From an optimization exercise on the open Yosys and OpenROAD flow, aimed at small area, a short achievable clock period and few clock cycles; shortcuts taken in it are not production practice. In this exercise RTL edits were held to simulation tests only and were not proved equivalent to the original. Power and IR drop assume default switching activity.

--- design/flow/design.v ---
module WorkingFinal(input clk, input reset, input wire [15:0] mem_rdata,
                    output wire [15:0] mem_addr, output wire [15:0] mem_wdata,
                    output wire mem_we, output wire halt);
	reg [15:0] mar;       
	reg [15:0] ir;        
	reg        iv;        
	reg [15:0] wdr;       
	reg [15:0] rem;       
	reg [15:0] r4, r5, r6, r7;
	reg        we;        
	reg        dcyc;      
	reg        ldw;       
	reg [2:0]  ldrd;      
	reg        halted;
	reg [1:0]  dst;       
	reg [3:0]  cnt;       
	reg        dsm;       
	assign mem_addr  = mar;
	assign mem_wdata = wdr;
	assign mem_we    = we;
	assign halt      = halted;
	wire [3:0] op = ir[15:12];
	wire [2:0] rd = ir[11:9];
	wire [2:0] rs = ir[8:6];
	wire [2:0] rt = ir[5:3];
	wire [2:0] rc = ir[2:0];
	wire [15:0] sext6 = {{10{ir[5]}}, ir[5:0]};
	wire [15:0] sext3 = {{13{ir[2]}}, ir[2:0]};
	wire [15:0] soff = {sext6[14:0], 1'b0};
	wire isDIV  = (op == 4'b0011);
	wire isLW   = (op == 4'b1000);
	wire isSW   = (op == 4'b1001);
	wire isBNE  = (op == 4'b1010);
	wire isJALR = (op == 4'b1101);
	wire isSH   = (op[3:2] == 2'b01) && (op[1:0] != 2'b00);
	wire isORI  = (op == 4'b1011);
	wire wrRd   = (op[3] == 1'b0 && op != 4'b0011) || isORI || isJALR;
	wire fc = !dcyc && !halted;    
	wire ev = iv && fc;            
	function [15:0] rdreg(input [2:0] i, input [15:0] a4, input [15:0] a5,
	                      input [15:0] a6, input [15:0] a7);
		case (i)
			3'd0: rdreg = 16'd1;
			3'd1: rdreg = 16'd3;
			3'd2: rdreg = 16'd4;
			3'd3: rdreg = 16'd15;
			3'd4: rdreg = a4;
			3'd5: rdreg = a5;
			3'd6: rdreg = a6;
			default: rdreg = a7;
		endcase
	endfunction
	wire [2:0] bidx = (isBNE || isSW) ? rd : rt;
	wire [15:0] A = rdreg(rs, r4, r5, r6, r7);
	wire [15:0] B = rdreg(bidx, r4, r5, r6, r7);
	wire [15:0] C = rdreg(rc, r4, r5, r6, r7);
	wire big = ir[2];
	wire [1:0] sa = ir[1:0];
	wire left = (op == 4'b0101);
	wire fill = (op == 4'b0111) && A[15];
	wire [15:0] s1 = sa[0] ? (left ? {A[14:0], 1'b0} : {fill, A[15:1]}) : A;
	wire [15:0] s2 = sa[1] ? (left ? {s1[13:0], 2'b0} : {{2{fill}}, s1[15:2]}) : s1;
	wire [15:0] shv = big ? {16{fill}} : s2;
	reg [15:0] x, y;
	reg cin1, cin2;
	always @(*) begin
		x = B; y = C; cin1 = 1'b0; cin2 = 1'b0;
		case (op)
			4'b0001: begin x = ~B; y = ~C; cin1 = 1'b1; cin2 = 1'b1; end
			4'b0010: begin y = ~C; cin2 = 1'b1; end
			4'b0011: begin x = (dst == 2'd1) ? {rem[14:0], wdr[15]} : B; y = ~C; cin2 = 1'b1; end
			4'b0100: y = sext3;
			4'b1010: begin x = mar; y = soff; end
			4'b0101, 4'b0110, 4'b0111: begin x = shv; y = 16'd0; end
			4'b1011: begin x = 16'd0; y = {10'd0, ir[5:0] & ~A[5:0]}; end
			4'b1000, 4'b1001, 4'b1101: begin x = 16'd0; y = sext6; end
			default: ;
		endcase
	end
	wire [15:0] a = (isBNE || isDIV || isSH) ? 16'd0 : A;
	wire [15:0] cs = a ^ x ^ y;
	wire [15:0] cc = (a & x) | (a & y) | (x & y);
	wire [17:0] addw = {1'b0, cs, 1'b1} + {1'b0, cc[14:0], cin1, cin2};
	wire [15:0] sum = addw[16:1];
	wire cout = addw[17] | cc[15];    
	wire [15:0] res = sum;
	wire [15:0] marp2 = mar + 16'd2;
	wire ne = (A != B);
	wire [15:0] jtgt_f = {marp2[15:13], mem_rdata[11:0], 1'b0};
	wire e_redir = ev && ((isBNE && ne) || isJALR);
	wire e_mem   = ev && (isLW || isSW);
	wire e_stall = ev && isDIV && (dst != 2'd2);
	wire fa      = fc && !e_redir && !e_stall;            
	wire f_isJ   = (mem_rdata[15:12] == 4'b1100);
	wire f_isH   = (mem_rdata[15:13] == 3'b111);
	wire [15:0] nseq = f_isJ ? jtgt_f : marp2;
	wire div_start = ev && isDIV && (dst == 2'd0);
	wire div_small = (dst == 2'd1) && dsm;
	wire div_iter  = (dst == 2'd1) && !dsm;
	wire div_last  = div_iter && (cnt == 4'd0);
	wire div_qw    = ev && (dst == 2'd2);
	wire dq = rem[15] | cout;
	wire [15:0] rnext = dq ? sum : {rem[14:0], wdr[15]};
	wire dz = (C == 16'd0);
	wire [1:0] lzn = dz ? 2'd0 :
	                 (B[15:12] != 4'd0) ? 2'd0 :
	                 (B[11:8]  != 4'd0) ? 2'd1 :
	                 (B[7:4]   != 4'd0) ? 2'd2 : 2'd3;
	reg [15:0] bsh;
	always @(*) begin
		case (lzn)
			2'd0: bsh = B;
			2'd1: bsh = {B[11:0], 4'd0};
			2'd2: bsh = {B[7:0], 8'd0};
			default: bsh = {B[3:0], 12'd0};
		endcase
	end
	wire dhz = (C[15:2] == 14'd0);
	wire dv1 = dhz && (C[1:0] == 2'd1);    
	wire s1q = dz || (dhz && C[1:0] == 2'd1 && bsh[15]);
	wire s1r = bsh[15] && !(dhz && C[1:0] == 2'd1);
	reg        wen;
	reg [1:0]  widx;
	reg [15:0] wdat;
	always @(*) begin
		wen = 1'b0; widx = rd[1:0]; wdat = res;
		if (dcyc) begin
			wen = ldw && ldrd[2]; widx = ldrd[1:0]; wdat = mem_rdata;
		end else if (div_last) begin
			wen = rs[2]; widx = rs[1:0]; wdat = rnext;
		end else if (div_small) begin
			wen = rs[2]; widx = rs[1:0]; wdat = dv1 ? 16'd0 : B;
		end else if (div_qw) begin
			wen = rd[2]; widx = rd[1:0]; wdat = wdr;
		end else if (ev && wrRd) begin
			wen = rd[2]; widx = rd[1:0]; wdat = isJALR ? mar : res;
		end
	end
	always @(posedge clk) begin
		if (wen && widx == 2'd0) r4 <= wdat;
		if (wen && widx == 2'd1) r5 <= wdat;
		if (wen && widx == 2'd2) r6 <= wdat;
		if (wen && widx == 2'd3) r7 <= wdat;
	end
	always @(posedge clk) begin
		if (reset) begin
			mar <= 16'd0;
			iv <= 1'b0;
			we <= 1'b0;
			dcyc <= 1'b0;
			halted <= 1'b0;
			dst <= 2'd0;
		end else begin
			we <= e_mem && isSW;
			dcyc <= e_mem;
			if (dcyc)
				mar <= rem;
			else if (halted)
				mar <= mar;
			else if (e_redir)
				mar <= sum;
			else if (e_mem)
				mar <= sum;
			else if (e_stall)
				mar <= mar;
			else
				mar <= nseq;
			if (fa)
				iv <= !f_isJ;
			else if (e_redir)
				iv <= 1'b0;
			if (fa && f_isH)
				halted <= 1'b1;
			if (div_start)
				dst <= 2'd1;
			else if (div_last || div_small)
				dst <= 2'd2;
			else if (div_qw)
				dst <= 2'd0;
		end
	end
	always @(posedge clk) begin
		if (fa)
			ir <= mem_rdata;
		ldw <= isLW;
		ldrd <= rd;
		dsm <= div_start && (!cout || dv1);
		if (div_small)
			wdr <= dv1 ? B : 16'd0;
		else if (div_iter)
			wdr <= {wdr[14:0], dq};
		else if (div_start)
			wdr <= {bsh[14:0], s1q};
		else
			wdr <= B;
		if (div_iter)
			cnt <= cnt - 4'd1;
		else
			cnt <= {~lzn, 2'b10};
		if (div_iter)
			rem <= rnext;
		else if (div_start)
			rem <= {15'd0, s1r};
		else
			rem <= nseq;
	end
endmodule
--- design/flow/flow/run.sh ---
#!/bin/bash
# The standard layout (standard.sh: ORFS from synthesis to finish, with
# the standard flow's constraints), with two changes:
#  - synthesis is the standard flow's synthesis script, except that ABC maps the logic
#    with flow/abc_map_a.script (area-oriented mapping); flip-flop mapping and
#    every other synthesis step are unchanged, so the registers are the same;
#  - timing repair keeps a setup margin, so that it works on the achieved
#    period and not only on the 30 ns clock.
# Make's output goes to standard.log; ORFS keeps each step's log under orfs/logs.
set -euo pipefail
here=$(pwd)
{
  echo "proc abc {args} { set i [lsearch \$args -script]; if {\$i >= 0} { lset args [expr {\$i + 1}] $here/flow/abc_map_a.script }; yosys abc {*}\$args }"
  cat synth_recipe.tcl
} > synth_recipe_own.tcl
sed "s#SYNTH_SCRIPT=$here/synth_recipe.tcl#SYNTH_SCRIPT=$here/synth_recipe_own.tcl#" standard.sh > standard_own.sh
grep -q synth_recipe_own.tcl standard_own.sh
bash standard_own.sh SETUP_SLACK_MARGIN=23 finish > standard.log 2>&1
--- design/flow/flow/abc_map_a.script ---
&get -n
&st
&dch -f
&nf -a -R 1000
&put
topo
stime -c
--- design/flow/standard.sh ---
#!/bin/bash
# synth_recipe.tcl (not shown) runs the flow's synth.tcl, then flattens the netlist and writes it again
# the make line also repeats each setting of config.mk as NAME=value (left out here)
make -C /OpenROAD-flow-scripts/flow DESIGN_CONFIG=/design/flow/config.mk WORK_HOME=/design/flow/orfs CLKGATE_MAP_FILE= SYNTH_SCRIPT=/design/flow/synth_recipe.tcl "${@:-finish}"
--- design/flow/config.mk ---
export PLATFORM = sky130hd
export DESIGN_NAME = WorkingFinal
export DESIGN_NICKNAME = WorkingFinal
export VERILOG_FILES = /design/flow/design.v
export SDC_FILE = /design/flow/constraint.sdc
export NUM_CORES = 4
export LEC_CHECK = 0
export ABC_AREA = 1
export CAP_MARGIN = 20
export CORE_MARGIN = 2
export CORE_UTILIZATION = 45
export CTS_BUF_LIST = sky130_fd_sc_hd__clkbuf_8
export SLEW_MARGIN = 20
--- design/flow/constraint.sdc ---
create_clock -name core_clock -period 30.0 [get_ports {clk}]
set_input_delay 6.0000 -clock core_clock [delete_from_list [all_inputs] [get_ports {clk}]]
set_output_delay 6.0000 -clock core_clock [all_outputs]
set_load 0.01 [all_outputs]
==> results.toml, run 1 <==
[drt]
drtPass1Iterations = 6
drc_errors = 0
drtIter0Drc = 1886
routed_wl_um = 46000
vias_per_cell = 6.98
vias = 11907
postRouteAntennaNets = 0
wire_per_inst_um = 27.0

[cells_and_area]
fillers = 2082
syn_to_final_growth_pct = 28.6
layout-drive-gt1-share_pct = 22.9
stdcell_count = 1707
antenna_cells = 0
finalNetCount = 1463

[timing]
slew_headroom_pct = 24.4
period_minus_slack_ns = 7.00
max_freq_ghz = 0.143
fin_skew_ns = 0.0189
slew_violations = 0
hold_violations = 0
setup_ws_ns = 23.00
finalSetupViolCount = 0
rsz0062_at_grt = "true"
fin_crit_sh_pct = 23.3
tightestPinTransition_ns = 1.13
fin_tns_setup_ns = 0
whs_ns = 0.457

[global_routing]
grt_max_degree = 73
grt_pass1_wl_um = 67800
grt_use_total_pct = 37.6
grt_pass1_vias = 10810
antenna_found_initial = 0
grt_overflow = 0

[synthesis]
synth-edff-count = 80
synth_most_common_cell = "nor2_1"
synth_flop_cell = "edfxtp_1"
synth_area_per_cell_um2 = 8.43
postSynthCellCount = 1208
yosys-top-cells-area = "edfxtp_1 (24%), dfxtp_1 (12%), a21oi_1 (7.9%), nor2_1 (6.1%), nand2_1 (5.0%)"
yosys.area.top_type = "edfxtp_1"
synth_seq_cells = 143
yosys_warnings = 1
synthArstFlopShare_pct = 0
seq_area_frac_synth_pct = 36.0
synth_common_cells = "nor2_1 (165), a21oi_1 (161), nand2_1 (137)"
synth_area_um2 = 10200
post-synth-top-area-fraction_pct = 23.6
syn-num-nets = 1262
synth.distinct_cells = 55

[worst_setup_path]
crit_chain = "buf_4 > nor3_4 > buf_6 > buf_12 > a21oi_1 > mux2_4 > nor2_1 > a21oi_2 > a211oi_2"
slowest_delay_ns = 0.28
cp-start-kind = "input pin"
critical-path-top-delay-family = "buffers and inverters"
required_ns = 30.41
cp_data_arrival_time_ns = 7.41
worstPathBufferInverterCount = 3
critPathSlowestCell = "mux2_4"
path_class = "input pin to flop"
crit_fanout = 7
cp-end-kind = "flop"

[pwr]
p_int_w = 0.000760
seqPwrFrac_pct = 22.7
total_leakage_power_nw = 5.01
power_density_nw_per_um2 = 114
pwr-share-clk_pct = 10.8
p_comb_share_pct = 66.5
p_switching_w = 0.000734
vdd_drop_max_uv = 60.8
swShare_pct = 49.1

[clocking]
cts-root-buf = "clkbuf_8"
insertion_delay_ns = 0.48
path_clk_slew_ns = 0.10
cts.sinks = 143
htreeDepth = 4
cts_buffers = 17
cts_max_path_buffers = 2
cts_tree = "done"

[floorplanning]
start_util_pct = 45.4
io_pins = 52
design.core.area_um2 = 22400
dieArea_um2 = 23800
rows = 55
die_w_um = 154
die_height_um = 154

[placed_design]
dpl_worst_slack_ns = 21.41
place_congestion = 1.00
dp_cells = 1581
hpwl_um = 31000
port-buffer-count = 51

[outcome]
outcome = "complete, no violations"

[hold_path]
hp-class = "flop to flop"

[flow_run]
drv_cap = 0
-- worst reg2reg max path, stage by stage, from the launching register on --
cell	delay (ns)
edfxtp_1	0.69
clkinv_1	0.48
nor2_2	0.39
buf_4	0.27
a22oi_1	0.09
a21oi_1	0.41
clkinv_1	0.17
nand2_1	0.13
o211ai_1	0.17
fa_1	0.57
fa_1	0.48
nand3_1	0.11
nand2_1	0.08
a21o_1	0.18
a21o_1	0.19
nand3_1	0.08
nand2_1	0.10
a31oi_2	0.29
nor2_1	0.09
a211oi_2	0.20
nand3b_1	0.16
o21ai_0	0.12
xnor2_1	0.35
buf_4	0.17
nor2_1	0.03
a21oi_1	0.21
a211oi_1	0.13
a21o_1	0.26
-- stage by stage --
stage	instance area, um2	total power, W	util [%]
after detailed placement	11500	0.00118	51.3
final	13100	0.00149	58.4
after global placement	11500	0.00118	51.3
after CTS	12600	0.00140	56.0
after floorplan	10300	0.000895	-
after global routing	13100	0.00157	58.4
-- power by group through the flow --
| stage | Sequential (W) | Combinational (W) | Clock (W) |
|---|---|---|---|
| final | 0.000340 | 0.000993 | 0.000161 |
| after global routing | 0.000342 | 0.00105 | 0.000170 |
| after CTS | 0.000339 | 0.000896 | 0.000162 |
| after detailed placement | 0.000354 | 0.000828 | 0 |
| after global placement | 0.000354 | 0.000827 | 0 |
| after floorplan | 0.000341 | 0.000554 | 0 |
-- timing repair --
action                     4_1_cts  5_1_grt
hold buffers                     0        0
setup endpoints to repair      137       94
buffers inserted                63       25
cloned                           4        2
pin swaps                       12       26
resized for setup              259       73
-- layout make-up --
cell class / instances / area (um2) / share of cell area, %
multi-input cells: 1058 / 7100 / 54.2
flip-flops and latches: 143 / 3750 / 28.6
repair buffers: 178 / 1470 / 11.2
inverters: 11 / 41.3 / 0.315
well taps: 285 / 357 / 2.72
clock buffers: 17 / 234 / 1.79
clock inverters: 15 / 146 / 1.12
-- kinds of logic after synthesis --
logic type	Yosys count	synth area share [%]
AO/OA/AOI/OAI	542	34.6
buffers and inverters	11	0.405
flip-flops	143	36.0
AND/OR/NAND/NOR	412	17.4
multiplexers	22	2.32
XOR/XNOR	42	3.61
adder cells (fa/ha/maj)	36	5.68
-- state kept, by name, indices dropped and copies added, names as in the netlist --
register	count
cnt	4
dcyc	1
dsm	1
dst	2
halted	1
ir	16
iv	1
ldrd	3
ldw	1
mar	16
r4	16
r5	16
r6	16
r7	16
rem	16
wdr	16
we	1
-- layer usage --
metal / wire (um) / part of all wire (%) / global-route usage (%) / up-vias
met5: 0 / 0 / 0 / -
li1: - / - / - / 5203
met2: 19900 / 43 / 57.4 / 891
met4: 2660 / 5.8 / 16.5 / 0
met1: 17800 / 39 / 51.4 / 5637
met3: 5650 / 12 / 8.13 / 176
-- cell usage in the layout (no fill, tap or decap), drive strengths merged, types with 17 or more instances in the layout --
cell	netlist	routed
buf	0	165
nor2	165	167
nand3	29	29
clkbuf	0	18
nor3	20	21
o211ai	19	19
a22oi	35	35
xnor2	27	27
o22ai	51	51
a22o	22	22
a21oi	161	161
edfxtp	80	80
a211oi	46	46
o21ai	90	90
nand2	137	138
fa	17	17
ha	19	19
a221oi	29	29
dfxtp	63	63
-- worst paths after layout --
check | from | endpoint | slack, ns | cells past startpoint
worst max-delay path | mem_rdata[13] | mar[12]$_SDFFE_PP0P_ | 23.00 | 9
worst min-delay path | cnt[0]$_SDFF_PN0_ | cnt[0]$_SDFF_PN0_ | 0.46 | 1
worst max register to register | ir[0]$_DFFE_PP_ | r5[15]$_DFFE_PP_ | 23.13 | 27
worst min register to register | cnt[0]$_SDFF_PN0_ | cnt[0]$_SDFF_PN0_ | 0.46 | 1
Testbench counts, summed over its fixed seeds: cycles 16,041.
==> run 2, diff against run 1 <==
--- a/design/flow/design.v
+++ b/design/flow/design.v
@@ -103,6 +103,5 @@
 	wire [15:0] rnext = dq ? sum : {rem[14:0], wdr[15]};
 	wire dz = (C == 16'd0);
-	wire [1:0] lzn = dz ? 2'd0 :
-	                 (B[15:12] != 4'd0) ? 2'd0 :
+	wire [1:0] lzn = (B[15:12] != 4'd0) ? 2'd0 :
 	                 (B[11:8]  != 4'd0) ? 2'd1 :
 	                 (B[7:4]   != 4'd0) ? 2'd2 : 2'd3;
@@ -118,5 +117,5 @@
 	wire dhz = (C[15:2] == 14'd0);
 	wire dv1 = dhz && (C[1:0] == 2'd1);    
-	wire s1q = dz || (dhz && C[1:0] == 2'd1 && bsh[15]);
+	wire s1q = dhz && C[1:0] == 2'd1 && bsh[15];
 	wire s1r = bsh[15] && !(dhz && C[1:0] == 2'd1);
 	reg        wen;
@@ -185,7 +184,7 @@
 		ldw <= isLW;
 		ldrd <= rd;
-		dsm <= div_start && (!cout || dv1);
+		dsm <= div_start && (!cout || dv1 || dz);
 		if (div_small)
-			wdr <= dv1 ? B : 16'd0;
+			wdr <= dz ? 16'hffff : (dv1 ? B : 16'd0);
 		else if (div_iter)
 			wdr <= {wdr[14:0], dq};
==> design/flow/flow/abc_map_a.script (replaced) <==
strash
dch -f
map -a
topo
stime -c
==> run 2 against run 1 <==
Still clean. Fmax hardly changed. Utilization shrank 1.4 points. Power decreased by 1.7%. Die area up 4.7%. Final area is 1.9% higher. Critical path type is now flop to primary output. Largest power group unchanged.
==> results.toml, run 2 <==
[synthesis]
yosys_warnings = 1
synth-compound-area-share_pct = 31.3
synth-edff-count = 80
synthXorXnorAreaFrac_pct = 3.04
syn-num-nets = 1500
post-synth-top-area-fraction_pct = 22.5
synth_area_per_cell_um2 = 7.38
synth_area_um2 = 10700
synth_most_common_cell = "nand2_1"
muxShareOfSynthArea_pct = 0.188
synthArstFlopShare_pct = 0
postSynthCellCount = 1446
yosys.area.top_type = "edfxtp_1"
yosys-top-cells-area = "edfxtp_1 (23%), dfxtp_1 (12%), nand2_1 (8.9%), o21ai_0 (7.0%), clkinv_1 (6.9%)"
synth_common_cells = "nand2_1 (254), clkinv_1 (195), nor2_1 (168)"
synth_top_family_by_area = "compound AO/OA/AOI/OAI gates"
synth_flop_cell = "edfxtp_1"
synth.distinct_cells = 42
yosys.area_share.simple_pct = 18.8
synth_seq_cells = 143
seq_area_frac_synth_pct = 34.3
synth_fa_ha_area_share_pct = 5.41

[timing]
fin_crit_sh_pct = 23.3
hold_violations = 0
max_freq_ghz = 0.143
fin_skew_ns = 0.0224
rsz0062_at_grt = "true"
fin_tns_setup_ns = 0
period_minus_slack_ns = 7.00
slew_violations = 0
tightestPinTransition_ns = 1.10
slew_headroom_pct = 26.4
finalSetupViolCount = 0

[pwr]
power.total_w = 0.00147
vdd_drop_max_uv = 94.8
total_leakage_power_nw = 4.92
power_density_nw_per_um2 = 110

[floorplanning]
io_pins = 52
start_util_pct = 45.6
die_w_um = 158
die_height_um = 158
dieArea_um2 = 25000
rows = 56
design.core.area_um2 = 23400

[cells_and_area]
layout_commonest_cell = "nand2_1"
antenna_cells = 0
layout-drive-gt1-share_pct = 18.7
seq_area_um2 = 3750
fillers = 2302
finalNetCount = 1688
final_cell_mix = "nand2_1 (247), clkinv_1 (180), nor2_1 (153), a21oi_1 (131), o21ai_0 (129)"
multiInputGateArea_um2 = 6720
syn_to_final_growth_pct = 25.0

[clocking]
cts_tree = "done"
cts.hold.buffers_added = 0
path_clk_slew_ns = 0.10
cts_max_path_buffers = 2
cts_buffers = 17
cts.sinks = 143
htreeDepth = 4
cts-root-buf = "clkbuf_8"
insertion_delay_ns = 0.49

[drt]
drc_errors = 0
vias_per_cell = 6.52
vias = 12819
postRouteAntennaNets = 0
drtIter0Drc = 1734
wire_per_inst_um = 25.5
drtPass1Iterations = 6
routed_wl_um = 50100

[worst_setup_path]
cp-end-kind = "primary output"
reg2reg_slack_ns = 23.31
critical-path-top-delay-family = "flip-flops"
crit_chain = "buf_6"
cp_data_arrival_time_ns = 1.00
critPathSlowestCell = "dfxtp_4"
slowest_delay_ns = 0.40
crit_fanout = 2
path_class = "flop to primary output"
worstPathBufferInverterCount = 1
cp-start-kind = "flop"
required_ns = 24.00

[global_routing]
grt_pass1_vias = 11488
antenna_found_initial = 1
grt_overflow = 0
grt_max_degree = 34
grt_pass1_wl_um = 73100
grt_use_total_pct = 40.0

[placed_design]
hpwl_um = 35900
port-buffer-count = 51
place_congestion = 1.03

[outcome]
outcome = "complete, no violations"

[flow_run]
drv_cap = 0

[hold_path]
hp-class = "flop to flop"
[run 2: cell count changes in the layout (fill, tap and decap cells not counted), sizes merged, moves of 24 or more]
cell	before	now
a21oi	161	137
clkinv	15	189
o21ai	90	150
a211oi	46	8
nand2	138	254
xnor2	27	3
o22ai	51	27
[run 2: cells by family (layout without fill, tap and decap cells)]
family | after synthesis | in the layout
AOI/OAI and AO/OA | 532 | 532
and+or+nand+nor | 501 | 502
buffers and inverters | 195 | 395
DFF | 143 | 143
xor gates and xnor gates | 37 | 37
adders and majority gates | 36 | 36
muxes | 2 | 2
[run 2: routing by layer]
metal	global-route usage (%)	up-vias	routed length, um
li1	-	5650	-
met1	54.2	6031	19800
met2	61.8	963	21800
met3	8.40	175	5910
met4	17.5	0	2670
met5	0	-	0
[run 2: where the power goes]
group | internal [W] | total, W | leakage [nW] | switching, W
Clock | 0.0000751 | 0.000168 | 0.194 | 0.0000925
Sequential | 0.000306 | 0.000332 | 1.28 | 0.0000261
Combinational | 0.000326 | 0.000969 | 3.45 | 0.000643
[run 2: final timing paths]
check	cells after the start	startpoint	end
worst min register to register	0	ir[11]$_DFFE_PP_	ldrd[2]$_DFF_P_
worst max-delay path	1	wdr[2]$_DFF_P_	mem_wdata[2]
worst max register to register	29	ir[13]$_DFFE_PP_	r5[0]$_DFFE_PP_
worst min-delay path	0	ir[11]$_DFFE_PP_	ldrd[2]$_DFF_P_
[run 2: final cells by class]
cell class / count / share of cell area [%]
timing repair inverter: 2 / 0.103
tap: 319 / 2.99
clock buffer: 17 / 1.75
inverter: 195 / 5.83
multi-input combinational: 1109 / 50.3
sequential: 143 / 28.1
clock inverter: 15 / 1.18
timing repair buffer: 166 / 9.66
[run 2: stage by stage]
step           instance area (um2)  instances  hold slack, ns  worst slack (ns)  utilization, %
3_3_place_gp                 12000       1861           0.371             21.69            51.2
2_1_floorplan                10700       1446           0.356             22.83               -
3_5_place_dp                 12000       1861           0.370             21.52            51.2
4_1_cts                      12800       1931           0.396             23.00            54.6
6_report                     13300       1966           0.396             23.00            57.0
5_1_grt                      13300       1966           0.401             22.91            57.0
[run 2: repair_timing]
action,4_1_cts,5_1_grt
gates resized for setup,260,79
endpoints found under the setup margin,132,98
cloned,2,1
setup buffers,36,34
pin swaps,8,17
Testbench counts of run 2, summed over its fixed seeds: cycles 15,859.
==> run 3, diff against run 2 <==
==> design/flow/flow/abc_map_a.script (replaced) <==
strash
dch -f
map -a
topo
stime -c
buffer -c
upsize -c
dnsize -c
==> run 3 against run 2 <==
Clock-buffer cell count unchanged. Sequential share of layout area increased by 0.16 points. Clock skew down 0.0033 ns. Register-to-register slack got worse by 0.15 ns. Sequential power hardly changed. Die area increased by 4.2%. Utilization down 2.4 points. Highest routed layer is now met5.
==> results.toml, run 3 <==
[outcome]
outcome = "complete, no violations"

[hold_path]
hp-class = "flop to flop"

[cells_and_area]
layout-drive-gt1-share_pct = 19.5
seq_area_um2 = 3760
multiInputGateArea_um2 = 6790
stdcell_count = 1954
layout_commonest_cell = "nand2_1"
stdcell_area_um2 = 13300
finalNetCount = 1669
syn_to_final_growth_pct = 19.4
fillers = 2389
final_cell_mix = "nand2_1 (244), inv_1 (165), nor2_1 (148), a21oi_1 (131), o21ai_0 (99)"

[drt]
drc_errors = 0
vias = 12739
vias_per_cell = 6.52
wire_per_inst_um = 25.6
drtPass1Iterations = 8
routed_wl_um = 49900
postRouteAntennaNets = 0
drtIter0Drc = 1920

[worst_setup_path]
path_class = "flop to primary output"
critical-path-top-delay-family = "flip-flops"
worstPathBufferInverterCount = 1
critPathSlowestCell = "dfxtp_4"
cp-start-kind = "flop"
slowest_delay_ns = 0.38
cp_data_arrival_time_ns = 0.98
crit_fanout = 2
required_ns = 24.00
cp-end-kind = "primary output"
crit_chain = "buf_6"

[timing]
tightestPinTransition_ns = 1.09
finalSetupViolCount = 0
hold_violations = 0
fin_crit_sh_pct = 23.3
slew_violations = 0
setup_ws_ns = 23.02
slew_headroom_pct = 27.2
fin_tns_setup_ns = 0
fin_skew_ns = 0.0192
period_minus_slack_ns = 6.98
max_freq_ghz = 0.143
rsz0062_at_grt = "true"

[synthesis]
yosys-top-cells-area = "edfxtp_1 (22%), dfxtp_1 (11%), nand2_1 (8.4%), a21oi_1 (6.1%), inv_1 (5.8%)"
synth_top_family_by_area = "compound AO/OA/AOI/OAI gates"
synth_seq_cells = 143
yosys.area_share.simple_pct = 18.9
synth-edff-count = 80
postSynthCellCount = 1515
synth_area_um2 = 11100
yosys.area.top_type = "edfxtp_1"
synth_fa_ha_area_share_pct = 5.19
yosys_warnings = 1
synth_most_common_cell = "nand2_1"
post-synth-top-area-fraction_pct = 21.6
synthXorXnorAreaFrac_pct = 2.91
seq_area_frac_synth_pct = 32.9
synth_flop_cell = "edfxtp_1"
syn-num-nets = 1569
synth_common_cells = "nand2_1 (250), inv_1 (173), nor2_1 (158)"
muxShareOfSynthArea_pct = 0.180
synthArstFlopShare_pct = 0
synth-compound-area-share_pct = 30.7
synth_area_per_cell_um2 = 7.35
synth.distinct_cells = 62

[floorplanning]
design.core.area_um2 = 24300
io_pins = 52
die_w_um = 161
start_util_pct = 45.8
dieArea_um2 = 26000
die_height_um = 161
rows = 57

[clocking]
cts_tree = "done"
insertion_delay_ns = 0.49
path_clk_slew_ns = 0.10
htreeDepth = 4
cts-root-buf = "clkbuf_8"
cts.sinks = 143
cts_buffers = 17
cts_max_path_buffers = 2

[placed_design]
hpwl_um = 36400
placed_area_um2 = 12000
dpl_worst_slack_ns = 21.81
place_congestion = 1.01
port-buffer-count = 51
dp_cells = 1851

[global_routing]
grt_max_degree = 34
grt_overflow = 0
antenna_found_initial = 3
grt_pass1_vias = 11563
grt_use_total_pct = 37.8
grt_pass1_wl_um = 73100

[pwr]
vdd_drop_max_uv = 54.6
power_density_nw_per_um2 = 112
total_leakage_power_nw = 5.35

[flow_run]
drv_cap = 0
==> run 3: cells by family (layout without fill, tap and decap cells) <==
family / after synthesis / count (layout)
adder cells (fa/ha/maj): 36 / 36
XOR/XNOR: 37 / 37
AND/OR/NAND/NOR: 501 / 501
other: 0 / 2
multiplexers: 2 / 2
buffers and inverters: 264 / 377
flip-flops: 143 / 143
AO/OA/AOI/OAI: 532 / 532
==> run 3: final timing paths <==
kind	from	end	slack, ns	cells past startpoint
max	mar[4]$_SDFFE_PP0P_	mem_addr[4]	23.02	1
min reg2reg	ir[11]$_DFFE_PP_	ldrd[2]$_DFF_P_	0.38	0
max reg2reg	ir[0]$_DFFE_PP_	r6[10]$_DFFE_PP_	23.16	30
min	ir[11]$_DFFE_PP_	ldrd[2]$_DFF_P_	0.38	0
==> run 3: layout make-up <==
cell class              count  share of cell area, %
multi-input cells        1108                   51.0
flip-flops and latches    143                   28.3
repair buffers            149                   9.07
inverters                 195                   5.73
well taps                 324                   3.05
clock buffers              17                   1.76
clock inverters            15                  0.979
repair inverters            1                 0.0377
diodes                      2                 0.0377
==> run 3: what timing repair did <==
action,4_1_cts,5_1_grt
resized for setup,232,94
hold buffers,0,0
setup buffers,39,29
pin swaps,8,28
endpoints found under the setup margin,131,103
gates cloned,0,1
==> run 3: metrics by stage <==
step                      power [W]  util [%]  hold WS (ns)
after global routing        0.00155      54.6         0.396
after CTS                   0.00139      52.3         0.383
after detailed placement    0.00121      49.5         0.358
after floorplan            0.000864         -         0.348
final                       0.00149      54.7         0.379
after global placement      0.00120      49.5         0.355
==> run 3: where the power goes <==
| part | total [W] | switching (W) | internal (W) |
|---|---|---|---|
| clock | 0.000159 | 0.0000982 | 0.0000603 |
| sequential | 0.000331 | 0.0000250 | 0.000306 |
| combinational | 0.00100 | 0.000698 | 0.000304 |
==> run 3: metal layers <==
layer	track usage [%]	part of all wire, %	vias up
met2	53.0	41	985
met3	10.7	13	153
li1	-	-	5584
met5	0	0.052	-
met1	54.0	41	6013
met4	16.6	4.4	4
==> run 4, diff against run 3 <==
--- a/design/flow/design.v
+++ b/design/flow/design.v
@@ -11,5 +11,5 @@
 	reg        dcyc;      
 	reg        ldw;       
-	reg [2:0]  ldrd;      
+	reg [1:0]  ldrd;      
 	reg        halted;
 	reg [1:0]  dst;       
@@ -125,5 +125,5 @@
 		wen = 1'b0; widx = rd[1:0]; wdat = res;
 		if (dcyc) begin
-			wen = ldw && ldrd[2]; widx = ldrd[1:0]; wdat = mem_rdata;
+			wen = ldw; widx = ldrd; wdat = mem_rdata;
 		end else if (div_last) begin
 			wen = rs[2]; widx = rs[1:0]; wdat = rnext;
@@ -182,6 +182,6 @@
 		if (fa)
 			ir <= mem_rdata;
-		ldw <= isLW;
-		ldrd <= rd;
+		ldw <= isLW && rd[2];
+		ldrd <= rd[1:0];
 		dsm <= div_start && (!cout || dv1 || dz);
 		if (div_small)
==> design/flow/flow/abc_map_a.script (replaced) <==
strash
dch -f
map -a
topo
stime -c
==> run 4 against run 3 <==
Final area decreased by 1.5%. Still clean on timing, DRC and antenna. Power decreased by 0.61%. Flip-flop and latch count decreased by 1.
==> results.toml, run 4 <==
[global_routing]
grt_overflow = 0
use_met1_pct = 54.2
use_met2_pct = 59.0
grt_pass1_wl_um = 73100
grt_max_degree = 40
met3_usage_pct = 12.8
antenna_found_initial = 1
grt_use_total_pct = 40.3
top_usage_layer = "met2"
grt_pass1_vias = 11526

[synthesis]
syn-num-nets = 1492
synthArstFlopShare_pct = 0
synth_common_cells = "nand2_1 (236), clkinv_1 (201), o21ai_0 (169)"
yosys.area.top_type = "edfxtp_1"
seq_area_frac_synth_pct = 34.4
synth_seq_cells = 142
yosys-top-cells-area = "edfxtp_1 (23%), dfxtp_1 (12%), nand2_1 (8.4%), o21ai_0 (8.0%), clkinv_1 (7.1%)"
synth_area_per_cell_um2 = 7.37
synth-edff-count = 80
synth_area_um2 = 10600
synth.distinct_cells = 38
postSynthCellCount = 1438
post-synth-top-area-fraction_pct = 22.7
yosys_warnings = 1
synth_most_common_cell = "nand2_1"
synth_flop_cell = "edfxtp_1"

[clocking]
insertion_delay_ns = 0.50
htreeDepth = 4
cts_max_path_buffers = 2
cts.sinks = 142
cts-root-buf = "clkbuf_8"
cts_tree = "done"
cts.hold.buffers_added = 0
cts_buffers = 17
path_clk_slew_ns = 0.11

[drt]
routed_wl_um = 50100
vias = 12741
drc_errors = 0
postRouteAntennaNets = 0
wire_per_inst_um = 25.8
drtIter0Drc = 1945
vias_per_cell = 6.57
drtPass1Iterations = 6

[floorplanning]
rows = 56
die_w_um = 157
design.core.area_um2 = 23300
start_util_pct = 45.4
die_height_um = 157
dieArea_um2 = 24800
io_pins = 52

[cells_and_area]
layout-drive-gt1-share_pct = 18.1
syn_to_final_growth_pct = 23.5
final_cell_mix = "nand2_1 (229), clkinv_1 (179), nor2_1 (142), o21ai_0 (142), a21oi_1 (141)"
antenna_cells = 0
layout_commonest_cell = "nand2_1"
finalNetCount = 1660
stdcell_count = 1938
fillers = 2329
fin_util_pct = 56.1

[worst_setup_path]
slowest_delay_ns = 0.38
worstPathBufferInverterCount = 1
cp_data_arrival_time_ns = 0.99
crit_fanout = 2
cp-start-kind = "flop"
required_ns = 24.00
critPathSlowestCell = "dfxtp_4"
critical-path-top-delay-family = "flip-flops"
crit_chain = "buf_6"
cp-end-kind = "primary output"
path_class = "flop to primary output"

[timing]
hold_violations = 0
finalSetupViolCount = 0
whs_ns = 0.446
tightestPinTransition_ns = 1.16
max_freq_ghz = 0.143
period_minus_slack_ns = 6.99
fin_skew_ns = 0.0180
slew_violations = 0
rsz0062_at_grt = "true"
slew_headroom_pct = 21.9
fin_tns_setup_ns = 0
fin_crit_sh_pct = 23.3
setup_ws_ns = 23.01

[flow_run]
drv_cap = 0

[pwr]
power_density_nw_per_um2 = 113
vdd_drop_max_uv = 102
total_leakage_power_nw = 4.76

[outcome]
outcome = "complete, no violations"

[placed_design]
dp_cells = 1850
hpwl_um = 36500
place_congestion = 1.03
port-buffer-count = 51
dpl_worst_slack_ns = 21.88

[hold_path]
hp-class = "flop to flop"
run 4: cell types whose count changed in the layout (fill, tap and decap cells not counted), sizes merged, moves of 12 or more:
cell	change
nand2	-18
o21ai	+19
a21oi	+12
o22ai	+17
inv	-176
clkinv	+179
run 4: area by class of cell:
class | instances | area [um2] | area share, %
clock buffers | 17 | 234 | 1.79
clock inverters | 15 | 183 | 1.39
inverters | 201 | 815 | 6.22
multi-input cells | 1096 | 6560 | 50.1
flip-flops and latches | 142 | 3740 | 28.6
well taps | 319 | 399 | 3.05
repair buffers | 147 | 1150 | 8.80
repair inverters | 1 | 8.76 | 0.0669
run 4: logic make-up (layout without fill, tap and decap cells):
group / after synthesis / in the layout / share of synthesized area, %
compound gates: 556 / 556 / 32.3
simple gates: 464 / 465 / 17.5
buf+inv: 201 / 381 / 7.12
flops: 142 / 142 / 34.4
xor+xnor: 37 / 37 / 3.06
fa+ha+maj: 36 / 36 / 5.45
mux: 2 / 2 / 0.189
run 4: path summary, 6_finish.rpt:
kind                             start          endpoint  slack, ns  depth (start not counted)
setup / recovery  mar[14]$_SDFFE_PP0P_      mem_addr[14]      23.01                          1
hold / removal        ir[10]$_DFFE_PP_   ldrd[1]$_DFF_P_       0.45                          0
setup reg to reg       ir[7]$_DFFE_PP_  r5[11]$_DFFE_PP_      23.36                         30
hold reg to reg       ir[10]$_DFFE_PP_   ldrd[1]$_DFF_P_       0.45                          0
run 4: metrics by stage:
step | power, W | instance area [um2]
2_1_floorplan | 0.000850 | 10600
3_3_place_gp | 0.00117 | 11900
3_5_place_dp | 0.00117 | 11900
4_1_cts | 0.00138 | 12600
5_1_grt | 0.00155 | 13100
6_report | 0.00148 | 13100
run 4: per-layer routing:
layer  part of all wire, %  wire length (um)  vias to the layer above
met5                 0.024                12                        -
met2                    41             20700                     1028
met3                    14              6900                      221
li1                      -                 -                     5592
met1                    39             19600                     5898
met4                   5.8              2920                        2
run 4: where the power goes:
| group | total [W] | switching (W) | internal (W) | leakage (nW) |
|---|---|---|---|---|
| combinational | 0.000983 | 0.000658 | 0.000326 | 3.28 |
| sequential | 0.000330 | 0.0000247 | 0.000305 | 1.27 |
| clock | 0.000169 | 0.000104 | 0.0000649 | 0.207 |
run 4: timing repair:
| item | 4_1_cts | 5_1_grt |
|---|---|---|
| gates resized for setup | 262 | 89 |
| gates cloned | 1 | 1 |
| buffers inserted | 36 | 18 |
| pin swaps | 4 | 13 |
| setup endpoints to repair | 131 | 101 |
Testbench counts of run 4, summed over its fixed seeds: cycles 15,859.
==> run 5, diff against run 4 <==
--- a/design/flow/config.mk
+++ b/design/flow/config.mk
@@ -9,5 +9,5 @@
 export CAP_MARGIN = 20
 export CORE_MARGIN = 2
-export CORE_UTILIZATION = 45
+export CORE_UTILIZATION = 52
 export CTS_BUF_LIST = sky130_fd_sc_hd__clkbuf_8
 export SLEW_MARGIN = 20
==> run 5 against run 4 <==
Via count rose by 3.4%. Non-clock buffer count is 14 higher. Final area rose by 0.38%. Clock power about the same. Combinational power up 0.4%. Synthesized area unchanged. Highest routed layer unchanged. Global-route usage is 5.7 points higher. First-iteration DRC count increased by 16%. Still clean. Clock-buffer cell count is the same. Critical path depth up 8. Final cell count decreased by 1.9%.
==> results.toml, run 5 <==
[outcome]
outcome = "complete, no violations"

[worst_setup_path]
crit_top_cell = "a21oi_1"
cp-end-kind = "flop"
reg2reg_slack_ns = 23.30
r2r_start = "ir[13]$_DFFE_PP_"
critical-path-top-delay-family = "compound AO/OA/AOI/OAI gates"
r2r_cells = 35
slowest_delay_ns = 0.28
crit_chain = "buf_4 > nor2_4 > and3_4 > a21oi_2 > a21oi_1 > or2_2 > o22ai_1 > a22oi_1 > a21oi_1"
cp_data_arrival_time_ns = 7.36
crit_fanout = 6
worstPathBufferInverterCount = 1
critPathSlowestCell = "and3_4"
path_class = "input pin to flop"
endpoint = "mar[10]$_SDFFE_PP0P_"
required_ns = 30.33
worstSetupPathDepth = 9
r2r_end = "r6[8]$_DFFE_PP_"
cp-start-kind = "input pin"
startpoint = "mem_rdata[13]"

[cells_and_area]
fin_util_pct = 65.4
finalNetCount = 1673
syn_to_final_growth_pct = 24.0
final_cell_mix = "nand2_1 (232), clkinv_1 (181), nor2_1 (146), o21ai_0 (141), a21oi_1 (139)"
layout-drive-gt1-share_pct = 19.0
layout_commonest_cell = "nand2_1"
antenna_cells = 0
stdcell_area_um2 = 13100

[synthesis]
syn-num-nets = 1492
post-synth-top-area-fraction_pct = 22.7
yosys.area.top_type = "edfxtp_1"
synth_seq_cells = 142
synth_common_cells = "nand2_1 (236), clkinv_1 (201), o21ai_0 (169)"
synth_area_per_cell_um2 = 7.37
synth_most_common_cell = "nand2_1"
yosys-top-cells-area = "edfxtp_1 (23%), dfxtp_1 (12%), nand2_1 (8.4%), o21ai_0 (8.0%), clkinv_1 (7.1%)"
yosys_warnings = 1
synth.distinct_cells = 38
seq_area_frac_synth_pct = 34.4
synthArstFlopShare_pct = 0
synth_area_um2 = 10600
synth-edff-count = 80
synth_flop_cell = "edfxtp_1"
postSynthCellCount = 1438

[global_routing]
grt_max_degree = 40
met3_usage_pct = 17.7
grt_pass1_wl_um = 74000
grt_use_total_pct = 46.1
use_met1_pct = 59.4
grt_overflow = 0
antenna_found_initial = 1
use_met2_pct = 66.3
top_usage_layer = "met2"
grt_pass1_vias = 11894

[placed_design]
place_congestion = 1.04
port-buffer-count = 51
hpwl_um = 36000
placed_area_um2 = 11800

[clocking]
cts_max_path_buffers = 2
cts.sinks = 142
cts_tree = "done"
cts_buffers = 17
cts-root-buf = "clkbuf_8"
htreeDepth = 4
path_clk_slew_ns = 0.09
insertion_delay_ns = 0.48

[drt]
vias_per_cell = 6.92
routed_wl_um = 50700
vias = 13170
drtPass1Iterations = 19
drc_errors = 0
drtIter0Drc = 2256
wire_per_inst_um = 26.6
postRouteAntennaNets = 0

[floorplanning]
die_w_um = 147
io_pins = 52
die_height_um = 147
dieArea_um2 = 21500
start_util_pct = 52.7
design.core.area_um2 = 20100
rows = 52

[timing]
period_minus_slack_ns = 7.03
hold_violations = 0
max_freq_ghz = 0.142
fin_tns_setup_ns = 0
rsz0062_at_grt = "true"
slew_violations = 0
slew_headroom_pct = 23.7
tightestPinTransition_ns = 1.14
finalSetupViolCount = 0
fin_skew_ns = 0.0148
fin_crit_sh_pct = 23.4

[flow_run]
drv_cap = 0

[pwr]
total_leakage_power_nw = 4.82
power.total_w = 0.00148
power_density_nw_per_um2 = 113
vdd_drop_max_uv = 66.9

[hold_path]
hp-class = "flop to flop"
-- run 5: how the worst min path moves through the flow --
stage,start,to,slack [ns],cells past startpoint
3_3_place_gp,ir[10]$_DFFE_PP_,ldrd[1]$_DFF_P_,0.40,0
2_1_floorplan,ir[9]$_DFFE_PP_,ldrd[0]$_DFF_P_,0.38,0
6_report,ir[10]$_DFFE_PP_,ldrd[1]$_DFF_P_,0.43,0
3_5_place_dp,ir[10]$_DFFE_PP_,ldrd[1]$_DFF_P_,0.40,0
5_1_grt,ir[10]$_DFFE_PP_,ldrd[1]$_DFF_P_,0.45,0
4_1_cts,ir[10]$_DFFE_PP_,ldrd[1]$_DFF_P_,0.42,0
-- run 5: final cells by class --
type / count / area, um2
Clock buffer: 17 / 234
Tap cell: 270 / 338
Fill cell: 1817 / 6960
Timing Repair Buffer: 161 / 1220
Sequential cell: 142 / 3740
Timing Repair inverter: 1 / 11.3
Multi-Input combinational cell: 1095 / 6610
Inverter: 201 / 817
Clock inverter: 15 / 174
-- run 5: timing repair --
| item | CTS | global route |
|---|---|---|
| pin swaps | 7 | 17 |
| endpoints found under the setup margin | 132 | 98 |
| setup buffers | 37 | 29 |
| hold buffers | 0 | 0 |
| endpoints found under the hold margin | 0 | 0 |
| cloned | 1 | 0 |
| gates resized for setup | 265 | 86 |
-- run 5: worst register-to-register path: cells and delay by family, from the launching register on --
kind,cells,cell delay (ns)
AOI/OAI and AO/OA,10,2.12
and+or+nand+nor,16,1.83
adders and majority gates,2,0.85
buffers and inverters,7,1.24
DFF,1,0.44
-- run 5: per-stage QoR --
stage / setup WS (ns) / cells / hold slack [ns]
after floorplan: 22.78 / 1438 / 0.378
after global placement: 21.70 / 1802 / 0.401
after detailed placement: 21.59 / 1802 / 0.400
after CTS: 23.00 / 1872 / 0.421
after global routing: 22.93 / 1902 / 0.450
final: 22.97 / 1902 / 0.427
-- run 5: per-layer routing --
metal	vias to the layer above	routed length (um)
li1	5631	-
met1	5987	17900
met2	1213	20500
met5	-	99
met4	6	3980
met3	333	8210
-- run 5: cell families after synthesis --
kind of cell	Yosys count	share of synthesized area (%)
adders and majority gates	36	5.45
buffers and inverters	201	7.12
AOI/OAI and AO/OA	556	32.3
xor gates and xnor gates	37	3.06
DFF	142	34.4
and+or+nand+nor	464	17.5
muxes	2	0.189
-- run 5: report_power, final --
part / switching (W) / leakage (nW) / internal (W)
Combinational: 0.000665 / 3.34 / 0.000322
Clock: 0.0000916 / 0.202 / 0.0000769
Sequential: 0.0000245 / 1.27 / 0.000305
Total: 0.000782 / 4.82 / 0.000703
==> run 6, diff against run 5 <==
--- a/design/flow/config.mk
+++ b/design/flow/config.mk
@@ -9,5 +9,5 @@
 export CAP_MARGIN = 20
 export CORE_MARGIN = 2
-export CORE_UTILIZATION = 52
+export CORE_UTILIZATION = 38
 export CTS_BUF_LIST = sky130_fd_sc_hd__clkbuf_8
 export SLEW_MARGIN = 20
==> run 6 against run 5 <==
Power grew 4.2%. Sequential share of layout area decreased by 0.075 points. Hold slack improved by 0.0030 ns. Register-to-register slack about the same. Setup slack improved by 0.015 ns. Final area is essentially flat. Final cell count grew 4.8%. Utilization shrank 18 points. Fmax up 0.22%. Global-route usage shrank 12 points. Synthesized cell count unchanged. Die area is 36% higher.
==> results.toml, run 6 <==
[outcome]
outcome = "complete, no violations"

[worst_setup_path]
r2r_start = "ir[2]$_DFFE_PP_"
slowest_delay_ns = 0.40
crit_fanout = 2
worstPathBufferInverterCount = 1
required_ns = 24.00
startpoint = "mar[10]$_SDFFE_PP0P_"
cp-start-kind = "flop"
cp-end-kind = "primary output"
path_class = "flop to primary output"
critical-path-top-delay-family = "flip-flops"
cp_data_arrival_time_ns = 1.01
critPathSlowestCell = "dfxtp_4"
crit_chain = "buf_6"

[timing]
fin_skew_ns = 0.0176
slew_violations = 0
slew_headroom_pct = 32.4
tightestPinTransition_ns = 1.01
max_freq_ghz = 0.143
finalSetupViolCount = 0
hold_violations = 0
period_minus_slack_ns = 7.01
whs_ns = 0.430
rsz0062_at_grt = "true"
fin_crit_sh_pct = 23.4
fin_tns_setup_ns = 0

[hold_path]
holdCritStartpoint = "ir[9]$_DFFE_PP_"
hp-class = "flop to flop"

[cells_and_area]
layout-drive-gt1-share_pct = 18.3
seq_area_um2 = 3730
fin_util_pct = 47.6
antenna_cells = 0
multiInputGateArea_um2 = 6570
fillers = 2828
stdcell_count = 1993
final_cell_mix = "nand2_1 (228), clkinv_1 (180), o21ai_0 (146), nor2_1 (144), a21oi_1 (140)"
syn_to_final_growth_pct = 24.1
layout_commonest_cell = "nand2_1"
finalNetCount = 1656

[global_routing]
use_met2_pct = 48.5
antenna_found_initial = 0
grt_pass1_wl_um = 73800
grt_pass1_vias = 11499
met3_usage_pct = 9.30
top_usage_layer = "met1"
use_met1_pct = 49.1
grt_use_total_pct = 34.5
grt_max_degree = 40
grt_overflow = 0

[clocking]
path_clk_slew_ns = 0.09
cts_buffers = 17
cts_max_path_buffers = 2
cts-root-buf = "clkbuf_8"
cts.sinks = 142
htreeDepth = 4
insertion_delay_ns = 0.50
cts.hold.buffers_added = 0
cts_tree = "done"

[placed_design]
port-buffer-count = 51
place_congestion = 1.07
dp_cells = 1906
hpwl_um = 36800

[synthesis]
synth_flop_cell = "edfxtp_1"
synth_seq_cells = 142
yosys-top-cells-area = "edfxtp_1 (23%), dfxtp_1 (12%), nand2_1 (8.4%), o21ai_0 (8.0%), clkinv_1 (7.1%)"
synth-edff-count = 80
synth.distinct_cells = 38
synth_area_per_cell_um2 = 7.37
synth_most_common_cell = "nand2_1"
synthArstFlopShare_pct = 0
seq_area_frac_synth_pct = 34.4
postSynthCellCount = 1438
syn-num-nets = 1492
yosys.area.top_type = "edfxtp_1"
synth_common_cells = "nand2_1 (236), clkinv_1 (201), o21ai_0 (169)"
synth_area_um2 = 10600
yosys_warnings = 1
post-synth-top-area-fraction_pct = 22.7

[floorplanning]
die_height_um = 171
dieArea_um2 = 29300
die_w_um = 171
rows = 61
start_util_pct = 38.4
design.core.area_um2 = 27600
io_pins = 52

[flow_run]
drv_cap = 0

[drt]
postRouteAntennaNets = 0
vias = 12683
wire_per_inst_um = 25.3
drtPass1Iterations = 6
drc_errors = 0
drtIter0Drc = 2318
routed_wl_um = 50400
vias_per_cell = 6.36

[pwr]
total_leakage_power_nw = 4.72
power.total_w = 0.00155
vdd_drop_max_uv = 58.0
power_density_nw_per_um2 = 118
[run 6: cell types whose count changed in the layout (fill, tap and decap cells not counted), sizes merged]
cell	previous run	this run
clkinvlp	11	12
clkinv	190	191
clkdlybuf4s50	9	13
dlygate4sd2	2	0
clkbuf	20	21
dlymetal6s2s	2	0
buf	145	130
inv	14	9
[run 6: what timing repair did]
action / CTS / global route
gates cloned: 0 / 0
endpoints found under the setup margin: 131 / 94
resized for setup: 265 / 71
pin swaps: 6 / 9
setup buffers: 39 / 16
[run 6: final cells by class]
| class | instances | area share (%) |
|---|---|---|
| Multi-Input combinational cell | 1095 | 50.0 |
| Sequential cell | 142 | 28.4 |
| Timing Repair Buffer | 145 | 8.68 |
| Inverter | 201 | 6.22 |
| Tap cell | 378 | 3.59 |
| Clock buffer | 19 | 1.99 |
| Clock inverter | 13 | 1.17 |
[run 6: cell families (layout without fill, tap and decap cells)]
family | Yosys count | after routing | synth area share [%]
xor+xnor | 37 | 37 | 3.06
mux | 2 | 2 | 0.189
fa+ha+maj | 36 | 36 | 5.45
compound gates | 556 | 556 | 32.3
buf+inv | 201 | 378 | 7.12
flops | 142 | 142 | 34.4
simple gates | 464 | 464 | 17.5
[run 6: power breakdown]
part	internal (W)	switching, W	total, W
Sequential	0.000305	0.0000274	0.000332
Combinational	0.000319	0.000730	0.00105
Clock	0.0000801	0.0000852	0.000165
[run 6: worst paths after layout]
check	end	slack (ns)	cells past startpoint
min	ldrd[0]$_DFF_P_	0.43	0
min reg2reg	ldrd[0]$_DFF_P_	0.43	0
max reg2reg	r6[10]$_DFFE_PP_	23.31	25
max	mem_addr[10]	22.99	1
[run 6: metal layers]
layer / routed length [um] / vias to the layer above / share of wire [%]
li1: - / 5574 / -
met1: 20500 / 5953 / 41
met2: 20600 / 1007 / 41
met3: 6970 / 149 / 14
met4: 2340 / 0 / 4.6
met5: 0 / - / 0
[run 6: stage by stage]
stage                     setup WS (ns)  cell area, um2
after global routing              22.95           13200
after floorplan                   22.78           10600
after CTS                         22.98           12800
after detailed placement          21.70           11900
after global placement            21.79           11900
final                             22.99           13200
==> run 7, diff against run 6 <==
--- a/design/flow/design.v
+++ b/design/flow/design.v
@@ -88,5 +88,5 @@
 	wire ne = (A != B);
 	wire [15:0] jtgt_f = {marp2[15:13], mem_rdata[11:0], 1'b0};
-	wire e_redir = ev && ((isBNE && ne) || isJALR);
+	wire e_redir = ev && ((isBNE && ne && ir[5:0] != 6'd0) || isJALR);
 	wire e_mem   = ev && (isLW || isSW);
 	wire e_stall = ev && isDIV && (dst != 2'd2);
--- a/design/flow/config.mk
+++ b/design/flow/config.mk
@@ -9,5 +9,5 @@
 export CAP_MARGIN = 20
 export CORE_MARGIN = 2
-export CORE_UTILIZATION = 38
+export CORE_UTILIZATION = 45
 export CTS_BUF_LIST = sky130_fd_sc_hd__clkbuf_8
 export SLEW_MARGIN = 20
==> run 7 against run 6 <==
Final area is 2.4% higher. Synthesized cell count is 1.7% lower. Final cell count is 2.9% lower. Largest power group unchanged. Flip-flop and latch count stayed put. Clock-buffer cell count is 2 lower. Clock skew is 0.0074 ns higher. Wire length is 7.0% higher. Combinational power is 8% higher. Highest routed layer is now met5. Synthesized area is 0.27% lower. Largest cell class unchanged. Still clean. Die area is 15% lower. Global-route usage is 8.7 points higher.
==> results.toml, run 7 <==
[outcome]
outcome = "complete, no violations"

[worst_setup_path]
crit_chain = "buf_6"
slowest_delay_ns = 0.38
cp-start-kind = "flop"
crit_fanout = 2
critPathSlowestCell = "dfxtp_4"
cp_data_arrival_time_ns = 0.99
cp-end-kind = "primary output"
critical-path-top-delay-family = "flip-flops"
worstPathBufferInverterCount = 1
required_ns = 24.00
path_class = "flop to primary output"

[placed_design]
dp_cells = 1816
dpl_worst_slack_ns = 21.08
placed_area_um2 = 11800
place_congestion = 1.10
hpwl_um = 39200
port-buffer-count = 51

[global_routing]
grt_pass1_wl_um = 76800
grt_use_total_pct = 43.1
grt_max_degree = 38
grt_overflow = 0
antenna_found_initial = 1
grt_pass1_vias = 11743

[floorplanning]
dieArea_um2 = 24700
rows = 56
design.core.area_um2 = 23300
die_w_um = 157
start_util_pct = 45.5
io_pins = 52
die_height_um = 157

[synthesis]
synth_area_um2 = 10600
synth.distinct_cells = 37
synth_area_per_cell_um2 = 7.48
synth_common_cells = "clkinv_1 (199), nand2_1 (193), nor2_1 (163)"
syn-num-nets = 1467
postSynthCellCount = 1413
yosys-top-cells-area = "edfxtp_1 (23%), dfxtp_1 (12%), a21oi_1 (7.3%), o21ai_0 (7.1%), clkinv_1 (7.1%)"
post-synth-top-area-fraction_pct = 22.7
seq_area_frac_synth_pct = 34.5
synth-edff-count = 80
synthArstFlopShare_pct = 0
synth_flop_cell = "edfxtp_1"
synth_seq_cells = 142
yosys.area.top_type = "edfxtp_1"
synth_most_common_cell = "clkinv_1"
yosys_warnings = 1

[drt]
postRouteAntennaNets = 0
routed_wl_um = 53900
drtPass1Iterations = 10
vias = 13004
drc_errors = 0
vias_per_cell = 6.72
drtIter0Drc = 2270
wire_per_inst_um = 27.8

[timing]
finalSetupViolCount = 0
max_freq_ghz = 0.143
rsz0062_at_grt = "true"
slew_violations = 0
tightestPinTransition_ns = 1.14
fin_tns_setup_ns = 0
fin_crit_sh_pct = 23.3
slew_headroom_pct = 23.3
period_minus_slack_ns = 6.99
fin_skew_ns = 0.0250
setup_ws_ns = 23.01
hold_violations = 0

[hold_path]
hp-class = "flop to flop"

[cells_and_area]
stdcell_count = 1936
fillers = 2296
layout_commonest_cell = "nand2_1"
multiInputGateArea_um2 = 6790
finalNetCount = 1658
antenna_cells = 0
layout-drive-gt1-share_pct = 21.6
stdcell_area_um2 = 13500
fin_util_pct = 57.9
syn_to_final_growth_pct = 27.4
final_cell_mix = "nand2_1 (181), clkinv_1 (176), nor2_1 (142), a21oi_1 (139), o21ai_0 (124)"
seq_area_um2 = 3740

[clocking]
cts_tree = "done"
cts_buffers = 17
cts-root-buf = "clkbuf_8"
insertion_delay_ns = 0.49
path_clk_slew_ns = 0.11
cts_max_path_buffers = 2
cts.hold.buffers_added = 0
cts.sinks = 142
htreeDepth = 4

[pwr]
p_comb_share_pct = 69.6
p_switching_w = 0.000904
power_density_nw_per_um2 = 121
swShare_pct = 55.6
vdd_drop_max_uv = 78.6
total_leakage_power_nw = 4.89
seqPwrFrac_pct = 20.3
pwr-share-clk_pct = 10.1
p_int_w = 0.000721

[flow_run]
drv_cap = 0
## run 7: changes by cell type in the layout (fill, tap and decap cells not counted), moves of 9 or more
cell,before,now
a22oi_1,43,62
a31oi_1,10,1
buf_4,90,112
nand2_1,228,181
o211ai_1,26,38
o21ai_0,146,124
o221ai_1,29,20
## run 7: what timing repair did
item                                    CTS  global route
pin swaps                                15            28
gates resized for setup                 273            96
endpoints found under the hold margin     0             0
buffers inserted                         57            28
endpoints found under the setup margin  133           101
cloned                                    3             0
## run 7: cell families after synthesis
| kind of cell | after synthesis | share of synthesized area [%] |
|---|---|---|
| AND/OR/NAND/NOR | 437 | 16.7 |
| multiplexers | 1 | 0.0947 |
| adder cells (fa/ha/maj) | 36 | 5.47 |
| flip-flops | 142 | 34.5 |
| AO/OA/AOI/OAI | 560 | 33.0 |
| XOR/XNOR | 38 | 3.15 |
| buffers and inverters | 199 | 7.06 |
## run 7: layout make-up
class,count,share of cell area [%]
Multi-Input combinational cell,1074,50.4
Sequential cell,142,27.7
Timing Repair Buffer,169,9.81
Inverter,199,5.96
Tap cell,319,2.96
Clock buffer,17,1.74
Clock inverter,15,1.36
Timing Repair inverter,1,0.0650
## run 7: layer usage
| metal | up-vias | global-route usage (%) | share of wire [%] |
|---|---|---|---|
| li1 | 5596 | - | - |
| met1 | 6004 | 57.7 | 38 |
| met2 | 1135 | 60.1 | 40 |
| met3 | 267 | 16.1 | 15 |
| met4 | 2 | 23.3 | 7.0 |
| met5 | - | 0 | 0.030 |
## run 7: per-stage QoR
| stage | hold slack [ns] | power, W |
|---|---|---|
| after global routing | 0.479 | 0.00167 |
| after CTS | 0.457 | 0.00149 |
| after floorplan | 0.378 | 0.000855 |
| after global placement | 0.422 | 0.00125 |
| after detailed placement | 0.440 | 0.00124 |
| final | 0.451 | 0.00163 |
## run 7: power by group through the flow
| stage | sequential [W] | clock (W) | combinational (W) |
|---|---|---|---|
| floorplan | 0.000330 | 0 | 0.000525 |
| global placement | 0.000344 | 0 | 0.000905 |
| detailed placement | 0.000343 | 0 | 0.000901 |
| CTS | 0.000329 | 0.000164 | 0.00100 |
| global route | 0.000333 | 0.000171 | 0.00117 |
| finish | 0.000331 | 0.000164 | 0.00113 |
## run 7: worst paths after layout
| kind | from | to | slack (ns) | depth (start not counted) |
|---|---|---|---|---|
| setup / recovery | mar[14]$_SDFFE_PP0P_ | mem_addr[14] | 23.01 | 1 |
| hold / removal | cnt[0]$_SDFF_PN0_ | cnt[0]$_SDFF_PN0_ | 0.45 | 1 |
| setup reg to reg | ir[14]$_DFFE_PP_ | r4[13]$_DFFE_PP_ | 23.21 | 36 |
| hold reg to reg | cnt[0]$_SDFF_PN0_ | cnt[0]$_SDFF_PN0_ | 0.45 | 1 |
Testbench counts of run 7, summed over its fixed seeds: cycles 15,794.
==> run 8, diff against run 7 <==
--- a/design/flow/design.v
+++ b/design/flow/design.v
@@ -88,5 +88,5 @@
 	wire ne = (A != B);
 	wire [15:0] jtgt_f = {marp2[15:13], mem_rdata[11:0], 1'b0};
-	wire e_redir = ev && ((isBNE && ne && ir[5:0] != 6'd0) || isJALR);
+	wire e_redir = ev && ((isBNE && ne) || isJALR);
 	wire e_mem   = ev && (isLW || isSW);
 	wire e_stall = ev && isDIV && (dst != 2'd2);
--- a/design/flow/flow/run.sh
+++ b/design/flow/flow/run.sh
@@ -16,3 +16,3 @@
 sed "s#SYNTH_SCRIPT=$here/synth_recipe.tcl#SYNTH_SCRIPT=$here/synth_recipe_own.tcl#" standard.sh > standard_own.sh
 grep -q synth_recipe_own.tcl standard_own.sh
-bash standard_own.sh SETUP_SLACK_MARGIN=23 finish > standard.log 2>&1
+bash standard_own.sh SETUP_SLACK_MARGIN=23.3 TNS_END_PERCENT=5 finish > standard.log 2>&1
--- a/design/flow/config.mk
+++ b/design/flow/config.mk
@@ -12,2 +12,3 @@
 export CTS_BUF_LIST = sky130_fd_sc_hd__clkbuf_8
 export SLEW_MARGIN = 20
+export TNS_END_PERCENT = 5
==> run 8 against run 7 <==
Still clean on timing, DRC and antenna. Power down 7.2%. Via count decreased by 1.2%. Setup slack got worse by 0.058 ns. Largest power group unchanged.
==> results.toml, run 8 <==
[outcome]
outcome = "complete, no violations"

[worst_setup_path]
reg2reg_slack_ns = 23.47
cp_data_arrival_time_ns = 7.36
cp-end-kind = "flop"
r2r_end = "r4[1]$_DFFE_PP_"
cp-start-kind = "input pin"
crit_fanout = 3
path_class = "input pin to flop"
r2r_start = "ir[2]$_DFFE_PP_"
required_ns = 30.31
r2r_cells = 32

[synthesis]
yosys.area_share.simple_pct = 17.5
synth_fa_ha_area_share_pct = 5.45
synth_common_cells = "nand2_1 (236), clkinv_1 (201), o21ai_0 (169)"
yosys-top-cells-area = "edfxtp_1 (23%), dfxtp_1 (12%), nand2_1 (8.4%), o21ai_0 (8.0%), clkinv_1 (7.1%)"
synth-compound-area-share_pct = 32.3
synth.distinct_cells = 38
synth_most_common_cell = "nand2_1"
syn-num-nets = 1492
postSynthCellCount = 1438
muxShareOfSynthArea_pct = 0.189
seq_area_frac_synth_pct = 34.4
synth_top_family_by_area = "compound AO/OA/AOI/OAI gates"
synth_area_per_cell_um2 = 7.37
synth-edff-count = 80
yosys_warnings = 1
synth_seq_cells = 142
yosys.area.top_type = "edfxtp_1"
post-synth-top-area-fraction_pct = 22.7
synthArstFlopShare_pct = 0
synth_area_um2 = 10600
synthXorXnorAreaFrac_pct = 3.06
synth_flop_cell = "edfxtp_1"

[global_routing]
grt_pass1_vias = 11609
grt_overflow = 0
grt_use_total_pct = 41.0
grt_pass1_wl_um = 73600
antenna_found_initial = 3
grt_max_degree = 40

[drt]
drtPass1Iterations = 6
drc_errors = 0
vias_per_cell = 6.59
postRouteAntennaNets = 0
routed_wl_um = 51100
wire_per_inst_um = 26.2
drtIter0Drc = 2029
vias = 12844

[placed_design]
placed_area_um2 = 11900
place_congestion = 1.02
hpwl_um = 37500
port-buffer-count = 51

[cells_and_area]
layout_commonest_cell = "nand2_1"
syn_to_final_growth_pct = 25.2
layout-drive-gt1-share_pct = 19.7
finalNetCount = 1670
stdcell_area_um2 = 13300
final_cell_mix = "nand2_1 (228), clkinv_1 (176), nor2_1 (141), a21oi_1 (138), o21ai_0 (137)"

[clocking]
cts_max_path_buffers = 2
htreeDepth = 4
cts_buffers = 17
path_clk_slew_ns = 0.09
cts_tree = "done"
insertion_delay_ns = 0.49
cts.sinks = 142
cts-root-buf = "clkbuf_8"

[floorplanning]
die_height_um = 157
io_pins = 52
dieArea_um2 = 24800
die_w_um = 157
start_util_pct = 45.4
rows = 56
design.core.area_um2 = 23300

[timing]
fin_crit_sh_pct = 23.5
slew_headroom_pct = 22.7
fin_tns_setup_ns = 0
period_minus_slack_ns = 7.05
tightestPinTransition_ns = 1.16
max_freq_ghz = 0.142
finalSetupViolCount = 0
slew_violations = 0
rsz0062_at_grt = "true"
whs_ns = 0.451
fin_skew_ns = 0.0285
hold_violations = 0

[pwr]
power_density_nw_per_um2 = 114
total_leakage_power_nw = 4.78
vdd_drop_max_uv = 91.7

[hold_path]
hold_path_depth = 0
hp-class = "flop to flop"
hold_end = "ldrd[1]$_DFF_P_"
holdCritStartpoint = "ir[10]$_DFFE_PP_"

[flow_run]
drv_cap = 0
run 8: through the flow:
step | power, W | instances | worst slack (ns) | util [%]
final | 0.00151 | 1950 | 22.95 | 56.9
after global routing | 0.00157 | 1948 | 22.93 | 56.9
after CTS | 0.00139 | 1920 | 23.01 | 54.2
after detailed placement | 0.00118 | 1850 | 21.50 | 50.9
after global placement | 0.00118 | 1850 | 21.43 | 50.9
after floorplan | 0.000850 | 1438 | 22.78 | -
run 8: worst max path at each step:
stage,from,endpoint,slack (ns),depth (start not counted)
final,mem_rdata[8],mar[9]$_SDFFE_PP0P_,22.95,5
after detailed placement,ir[15]$_DFFE_PP_,r4[6]$_DFFE_PP_,21.50,36
after CTS,mar[14]$_SDFFE_PP0P_,mem_addr[14],23.01,1
after global placement,ir[15]$_DFFE_PP_,r4[14]$_DFFE_PP_,21.43,34
after global routing,mem_rdata[12],mar[7]$_SDFFE_PP0P_,22.93,11
after floorplan,mem_rdata[13],mar[7]$_SDFFE_PP0P_,22.78,9
run 8: layer usage:
layer	global-route usage, %	wire (um)	vias to the layer above	part of all wire, %
li1	-	-	5613	-
met1	54.8	19800	6020	39
met2	60.7	21500	1029	42
met3	13.0	7030	182	14
met4	17.8	2820	0	5.5
met5	0	0	-	0
run 8: logic make-up after synthesis:
| logic type | count (synthesis) |
|---|---|
| flip-flops | 142 |
| AND/OR/NAND/NOR | 464 |
| AO/OA/AOI/OAI | 556 |
| buffers and inverters | 201 |
| multiplexers | 2 |
| adder cells (fa/ha/maj) | 36 |
| XOR/XNOR | 37 |
run 8: worst max-delay path, cell delays in order:
cell and delay (ns):
clkdlybuf4s50_1 0.61, o21ai_1 0.31, o31ai_1 0.09, a22oi_1 0.23
a21oi_1 0.12
run 8: repair_timing:
action	in CTS	in global routing
resized for setup	274	100
hold buffers	0	0
setup endpoints to repair	138	134
gates cloned	1	0
setup buffers	37	28
pin swaps	6	21
run 8: final cells by class:
class	count	area (um2)
fill	2260	10100
multi-input combinational	1095	6670
sequential	142	3740
timing repair buffer	158	1210
inverter	201	843
tap	319	399
clock buffer	17	234
clock inverter	15	173
timing repair inverter	1	8.76
antenna	2	5.00
run 8: where the power goes:
group / switching, W / internal (W)
logic: 0.000672 / 0.000339
registers: 0.0000235 / 0.000305
clock network: 0.0000992 / 0.0000700
Testbench counts of run 8, summed over its fixed seeds: cycles 15,859.

[re-timing with driven ports]
The flow's constraints put no driver on any port. The routed layouts listed below were extracted and timed again, unchanged, in two steps.
Step 1 (the two cells are an assumption about what drives the block):
set clk [get_ports {clk}]
set_driving_cell -lib_cell sky130_fd_sc_hd__clkbuf_16 $clk
set_driving_cell -lib_cell sky130_fd_sc_hd__buf_2 [delete_from_list [all_inputs] $clk]
Step 2 times the ports against the registers' clock, not the clock port: input delays grow and output delays shrink by t, the midpoint of the rising clock arrivals with the driver on.
Three values: ideal ports, drivers, drivers and shift; two values: the first two.
run | shift t [ns] | slack for setup (ns) | worst setup path after step 2 | clock arrival spread, ns | pins driven straight from the clock port
run 1 | 0.518 | 22.999 / 22.984 / 22.466 | input to register | 0.019 / 0.019 | 1
run 2 | 0.526 | 23.002 / 22.956 / 22.508 | input to register | 0.023 / 0.023 | 1
run 3 | 0.530 | 23.020 / 22.968 / 22.503 | input to register | 0.019 / 0.019 | 1
run 4 | 0.538 | 23.005 / 22.956 / 22.508 | input to register | 0.018 / 0.018 | 1
run 5 | 0.516 | 22.974 / 22.967 / 22.476 | input to register | 0.015 / 0.015 | 1
run 6 | 0.536 | 22.989 / 22.941 / 22.527 | input to register | 0.017 / 0.017 | 1
run 7 | 0.522 | 23.007 / 22.962 / 22.545 | input to register | 0.025 / 0.025 | 1
run 8 | 0.520 | 22.949 / 22.967 / 22.447 | input to register | 0.028 / 0.028 | 1
After both steps setup and hold are still met in every run listed. For run 1, which loses most, drivers alone change the setup slack by -0.015 ns; drivers and shift together by -0.533 ns.
